Source: an optimization exercise on an open RTL-to-GDS flow (aim: small area). Production flows keep margins and buffers that such runs may drop. The RTL was checked by simulation tests, not by an equivalence proof against the original design.

## lane 1
==> module executor, before the edit <==
module executor(
  input  logic clk,
  input  logic reset,
  input  decoder_output in,
  output executor_output out
);
  logic [31:0] rs1, rs2;
  assign rs1 = in.rs1;
  assign rs2 = in.rs2;
  logic        busy;
  logic [6:0]  counter;
  logic mul_sign_x, mul_sign_y;
  logic [63:0] multiply;
  assign mul_sign_x = rs1[0] & in.is_mulh;
  assign mul_sign_y = rs2[0] & (in.is_mulh | in.is_mulhsu);
  mul33 mul(.a(rs1), .b(rs2), .sa(mul_sign_x), .sb(mul_sign_y), .p(multiply));
  logic        do_sub;
  logic [32:0] sum;
  assign do_sub = !in.is_add;
  bkadd #(32) alu_add(.a(rs1), .b(rs2 ^ {32{do_sub}}), .ci(do_sub), .s(sum[31:0]), .co(sum[32]));
  logic ltu, lts;
  assign ltu = !sum[32];
  assign lts = (rs1[31] ^ rs2[31]) ? rs1[31] : ltu;
  logic [31:0] sh_in, sh_out, sh_rev;
  logic        sh_big, sh_fill;
  always_comb
    for (int i = 0; i < 32; i++) sh_in[i] = in.is_sll ? rs1[31 - i] : rs1[i];
  assign sh_big = |rs2[31:5];
  assign sh_fill = in.is_sra & !in.is_sll & !in.is_srl & rs1[31];
  assign sh_out = sh_big ? {32{sh_fill}} : 32'($signed({sh_fill, sh_in}) >>> rs2[4:0]);
  always_comb
    for (int i = 0; i < 32; i++) sh_rev[i] = sh_out[31 - i];
  logic is_muls, is_divs, starts_div;
  assign is_muls = in.is_mul | in.is_mulh | in.is_mulhu | in.is_mulhsu;
  assign is_divs = in.is_div | in.is_divu | in.is_rem | in.is_remu;
  logic [31:0] result;
  always_comb begin
    starts_div = 0;
    case (1'b1)
      in.is_add: result = sum[31:0];
      in.is_lui: result = rs1;
      in.is_sub: result = sum[31:0];
      in.is_sll: result = sh_rev;
      in.is_slt: result = {31'b0, lts};
      in.is_sltu: result = {31'b0, ltu};
      in.is_xor: result = rs1 ^ rs2;
      in.is_srl: result = sh_out;
      in.is_sra: result = sh_out;
      in.is_or: result = rs1 | rs2;
      in.is_and: result = rs1 & rs2;
      is_muls: result = in.is_mul ? multiply[31:0] : multiply[63:32];
      default: begin
        result = 0;
        starts_div = is_divs;
      end
    endcase
  end
  logic [31:0] dx, dy, rem_x, quo;
  logic        y_zero, y_one, quo_ones, flip31, set30;
  assign dx = out.mem_addr;
  assign dy = out.mem_data;
  assign y_zero = dy == 0;
  assign y_one = dy == 1;
  assign quo_ones = y_zero & (dx == 0);
  assign flip31 = dy[0] & ((|dy[31:1]) | !dx[31]);
  assign set30 = y_one & (dx == 32'h80000000);
  assign rem_x = dx ^ {flip31, set30, 30'b0};
  logic [31:0] rd_data_next;
  always_comb begin
    rd_data_next = out.rd_data;
    if (!busy) rd_data_next = result;
    else if (counter == 0)
      case (1'b1)
        in.is_div: rd_data_next = {{31{quo_ones & !(in.rs1[31] ^ in.rs2[31])}}, quo_ones};
        in.is_divu: rd_data_next = {32{quo_ones}};
        in.is_rem: rd_data_next = in.rs1[31] ? -rem_x : rem_x;
        in.is_remu: rd_data_next = rem_x;
        default: ;
      endcase
  end
  always_ff @(posedge clk) begin
    out.rd_data <= rd_data_next;
    if (reset) begin
      busy <= 0;
      counter <= 0;
      out.rd <= 0;
      out.mem_addr <= 0;
      out.mem_data <= 0;
      out.is_lb <= 0;
      out.is_lbu <= 0;
      out.is_lh <= 0;
      out.is_lhu <= 0;
      out.is_lw <= 0;
      out.is_sb <= 0;
      out.is_sh <= 0;
      out.is_sw <= 0;
    end else if (!busy) begin
      out.rd <= in.rd;
      out.mem_addr <= in.mem_addr;
      out.mem_data <= in.rs2;
      out.is_lb <= in.is_lb;
      out.is_lbu <= in.is_lbu;
      out.is_lh <= in.is_lh;
      out.is_lhu <= in.is_lhu;
      out.is_lw <= in.is_lw;
      out.is_sb <= in.is_sb;
      out.is_sh <= in.is_sh;
      out.is_sw <= in.is_sw;
      if (starts_div) begin
        busy <= 1;
        counter <= 65;
      end
    end else if (counter != 0) begin
      counter <= counter - 1;
    end else begin
      busy <= 0;
    end
  end
endmodule
==> flow/config.mk <==
export PLATFORM = sky130hd
export DESIGN_NAME = littlecpu
export DESIGN_NICKNAME = littlecpu
export VERILOG_FILES = /design/flow/design.v
export SDC_FILE = /design/flow/constraint.sdc
export NUM_CORES = 4
export LEC_CHECK = 0
export CAP_MARGIN = 20
export CORE_MARGIN = 2
export CORE_UTILIZATION = 40
export SLEW_MARGIN = 20
==> flow/constraint.sdc <==
create_clock -name core_clock -period 12.0 [get_ports {clk}]
set_input_delay 2.4000 -clock core_clock [delete_from_list [all_inputs] [get_ports {clk}]]
set_output_delay 2.4000 -clock core_clock [all_outputs]
set_load 0.01 [all_outputs]
standard.sh (not shown) runs the stock make flow with config.mk's settings and CLKGATE_MAP_FILE= SYNTH_SCRIPT=/design/flow/synth_recipe.tcl, a recipe that flattens the netlist after the stock synthesis.
==> flow/flow/run.sh <==
#!/bin/bash
set -euo pipefail
W=$(pwd)
F=$W/flow
R=$W/orfs/results/$FLOW_PLATFORM/littlecpu/base
LIB=$FLOW_HOME/platforms/$FLOW_PLATFORM/lib/sky130_fd_sc_hd__tt_025C_1v80.lib
YBIN=$FLOW_HOME/../tools/install/yosys/bin
YOSYS=$(command -v yosys || echo $YBIN/yosys)
ABC=$(command -v yosys-abc || echo $YBIN/yosys-abc)
OPENROAD=$(command -v openroad || echo $FLOW_HOME/../tools/install/OpenROAD/bin/openroad)

bash standard.sh synth > $W/std_synth.log 2>&1
cp $R/1_2_yosys.v $W/std_synth.v

prep() {
  python3 $F/fapol.py $W/std_synth.v $W/fapol.v > $W/fapol.log 2>&1
  $YOSYS -p "read_liberty -ignore_miss_func $LIB; write_verilog -noattr $W/models_all.v" > $W/models.log 2>&1
  python3 $F/mkmodels.py $W/models_all.v $W/models_remap.v $W/models_eq.v >> $W/models.log 2>&1
  grep -oE "sky130_fd_sc_hd__[a-z0-9]*df[a-z0-9_]* +\S+" $W/std_synth.v | sort > $W/ff_std.txt
  python3 $F/cutff.py $W/std_synth.v $W/cut_std.v > $W/cut_std.log 2>&1
  $YOSYS -p "read_liberty -lib $LIB; read_verilog $W/cut_std.v; hierarchy -top $FLOW_TOP; \
    techmap -map $W/models_eq.v; techmap; opt_clean; flatten; write_blif $W/cut_std.blif" > $W/blif_std.log 2>&1
}

remap() {
  local t=$1 du
  du=$(grep -A40 "DONT_USE_CELLS +=" $FLOW_HOME/platforms/$FLOW_PLATFORM/config.mk | grep -o "sky130_fd_sc_hd__[a-z0-9_]*" | sed 's/^/-dont_use /' | tr '\n' ' ')
  $YOSYS -p "read_liberty -lib $LIB; read_verilog $W/fapol.v; hierarchy -top $FLOW_TOP; \
    techmap -map $W/models_remap.v; techmap; opt -purge; \
    abc -liberty $LIB $du -script $F/$t.abc; opt_clean -purge; \
    splitnets; opt_clean -purge; \
    hilomap -singleton -hicell sky130_fd_sc_hd__conb_1 HI -locell sky130_fd_sc_hd__conb_1 LO; \
    insbuf -buf sky130_fd_sc_hd__buf_1 A X; \
    write_verilog -noattr -nohex -nodec $W/abc_$t.v" > $W/remap_$t.log 2>&1
  # full-adder polarities again, now against the mapped cells around them
  python3 $F/fapol2.py $LIB $W/abc_$t.v $W/remap_$t.v > $W/fapol2_$t.log 2>&1
  $YOSYS -p "read_liberty -lib $LIB; read_verilog $W/remap_$t.v; hierarchy -top $FLOW_TOP; stat -liberty $LIB" > $W/stat_$t.log 2>&1
  grep -oE "sky130_fd_sc_hd__[a-z0-9]*df[a-z0-9_]* +\S+" $W/remap_$t.v | sort > $W/ff_$t.txt
  cmp $W/ff_std.txt $W/ff_$t.txt > $W/ff_cmp_$t.log 2>&1
  python3 $F/cutff.py $W/remap_$t.v $W/cut_$t.v > $W/cut_$t.log 2>&1
  $YOSYS -p "read_liberty -lib $LIB; read_verilog $W/cut_$t.v; hierarchy -top $FLOW_TOP; \
    techmap -map $W/models_eq.v; techmap; opt_clean; flatten; write_blif $W/cut_$t.blif" > $W/blif_$t.log 2>&1
  $ABC -c "cec $W/cut_std.blif $W/cut_$t.blif" > $W/cec_$t.log 2>&1
  grep -q "Networks are equivalent" $W/cec_$t.log
  NET=$W/remap_$t.v $OPENROAD -no_init -exit $F/sta.tcl > $W/sta_$t.log 2>&1
  local area slack
  area=$(grep "Chip area for module" $W/stat_$t.log | tail -1 | awk '{print $NF}')
  slack=$(grep "^SLACK" $W/sta_$t.log | awk '{print $2}')
  echo "$t $area $slack" >> $W/remap_results.txt
}

best=""
if prep; then
  : > $W/remap_results.txt
  for t in m1 m2 m3 m4 m5 m6; do remap $t || echo "$t failed" >> $W/remap_results.txt; done
  best=$(awk 'NF == 3 && $3 >= 2e-10 { print $2, $1 }' $W/remap_results.txt | sort -g | head -1 | awk '{print $2}')
fi
if [[ -n "$best" ]]; then
  cp $W/remap_$best.v $R/1_2_yosys.v
  echo "remap $best used" > $W/remap_status.txt
else
  echo "no remap used; standard netlist kept" > $W/remap_status.txt
fi
touch $R/1_2_yosys.v
bash standard.sh "BUFFER_PORTS_ARGS=-buffer_cell sky130_fd_sc_hd__buf_1" \
  "CTS_ARGS=-sink_clustering_enable -repair_clock_nets -buf_list sky130_fd_sc_hd__clkbuf_8 -sink_clustering_size 14 -sink_clustering_max_diameter 70 -dont_use_dummy_load" \
  finish > $W/layout.log 2>&1
Other scripts of this flow, unchanged in this note and not shown: flow/flow/cutff.py, flow/flow/fapol.py, flow/flow/fapol2.py, flow/flow/m1.abc, flow/flow/m2.abc, flow/flow/m3.abc, flow/flow/m4.abc, flow/flow/m5.abc, flow/flow/m6.abc, flow/flow/mkmodels.py, flow/flow/sta.tcl
Setup changes, lane 1 to lane 2
--- a/flow/design.v
+++ b/flow/design.v
@@ -613,7 +613,7 @@
   assign rem_x = dx ^ {flip31, set30, 30'b0};
   logic [31:0] rd_data_next;
   always_comb begin
-    rd_data_next = out.rd_data;
+    rd_data_next = 0;
     if (!busy) rd_data_next = result;
     else if (counter == 0)
       case (1'b1)
@@ -626,32 +626,24 @@
   end
   always_ff @(posedge clk) begin
     out.rd_data <= rd_data_next;
+    out.is_lb <= !reset && !busy && in.is_lb;
+    out.is_lbu <= !reset && !busy && in.is_lbu;
+    out.is_lh <= !reset && !busy && in.is_lh;
+    out.is_lhu <= !reset && !busy && in.is_lhu;
+    out.is_lw <= !reset && !busy && in.is_lw;
+    out.is_sb <= !reset && !busy && in.is_sb;
+    out.is_sh <= !reset && !busy && in.is_sh;
+    out.is_sw <= !reset && !busy && in.is_sw;
     if (reset) begin
       busy <= 0;
       counter <= 0;
       out.rd <= 0;
       out.mem_addr <= 0;
       out.mem_data <= 0;
-      out.is_lb <= 0;
-      out.is_lbu <= 0;
-      out.is_lh <= 0;
-      out.is_lhu <= 0;
-      out.is_lw <= 0;
-      out.is_sb <= 0;
-      out.is_sh <= 0;
-      out.is_sw <= 0;
     end else if (!busy) begin
       out.rd <= in.rd;
       out.mem_addr <= in.mem_addr;
       out.mem_data <= in.rs2;
-      out.is_lb <= in.is_lb;
-      out.is_lbu <= in.is_lbu;
-      out.is_lh <= in.is_lh;
-      out.is_lhu <= in.is_lhu;
-      out.is_lw <= in.is_lw;
-      out.is_sb <= in.is_sb;
-      out.is_sh <= in.is_sh;
-      out.is_sw <= in.is_sw;
       if (starts_div) begin
         busy <= 1;
         counter <= 65;
--- outcome ---
The setup slack reported for lane 2 is smaller than that of lane 1 by 0.10 ns. Route | lane 2 vs lane 1 | wire longer in lane 2. In the tables for lane 1 and lane 2, synthesized cell count reads lower with lane 1. Summary: with lane 1 as the reference, critical path depth in lane 2 moved down by more than 10%. Lane 2 vs lane 1, final worst-path cycle share went up by 0.85 points. Relative to lane 1, data arrival time of the worst path has increased by 0.16 ns in lane 2.

## afterwards: timing with drivers on the ports
How much do the figures lean on ideal ports? The routed layouts below were timed once more, with nothing changed but the port constraints. Step 1: set_driving_cell puts a clkbuf_16 on clk and a buf_2 on each other input, an assumption about the parent block. Step 2 times the ports against the registers' clock, not the clock port: input delays grow and output delays shrink by t, the midpoint of the rising clock arrivals with the driver on. a / b / c = ideal / step 1 / step 2; a / b = the first two.
run	shift t [ns]	slack for setup (ns)	hold WS [ns]	clock arrival spread, ns	worst data-port slew with drivers (ns)
lane 1	1.018	0.509 / 0.509 / -0.245	0.245 / 0.245 / 0.245	0.161 / 0.161	0.10
lane 2	1.028	0.407 / 0.407 / 0.407	0.315 / 0.315 / 0.315	0.172 / 0.172	0.35
With both steps, setup timing fails in lane 1, where it was met with ideal ports. For lane 1, which loses most, drivers alone change the setup slack by 0.000 ns; drivers and shift together by -0.754 ns.
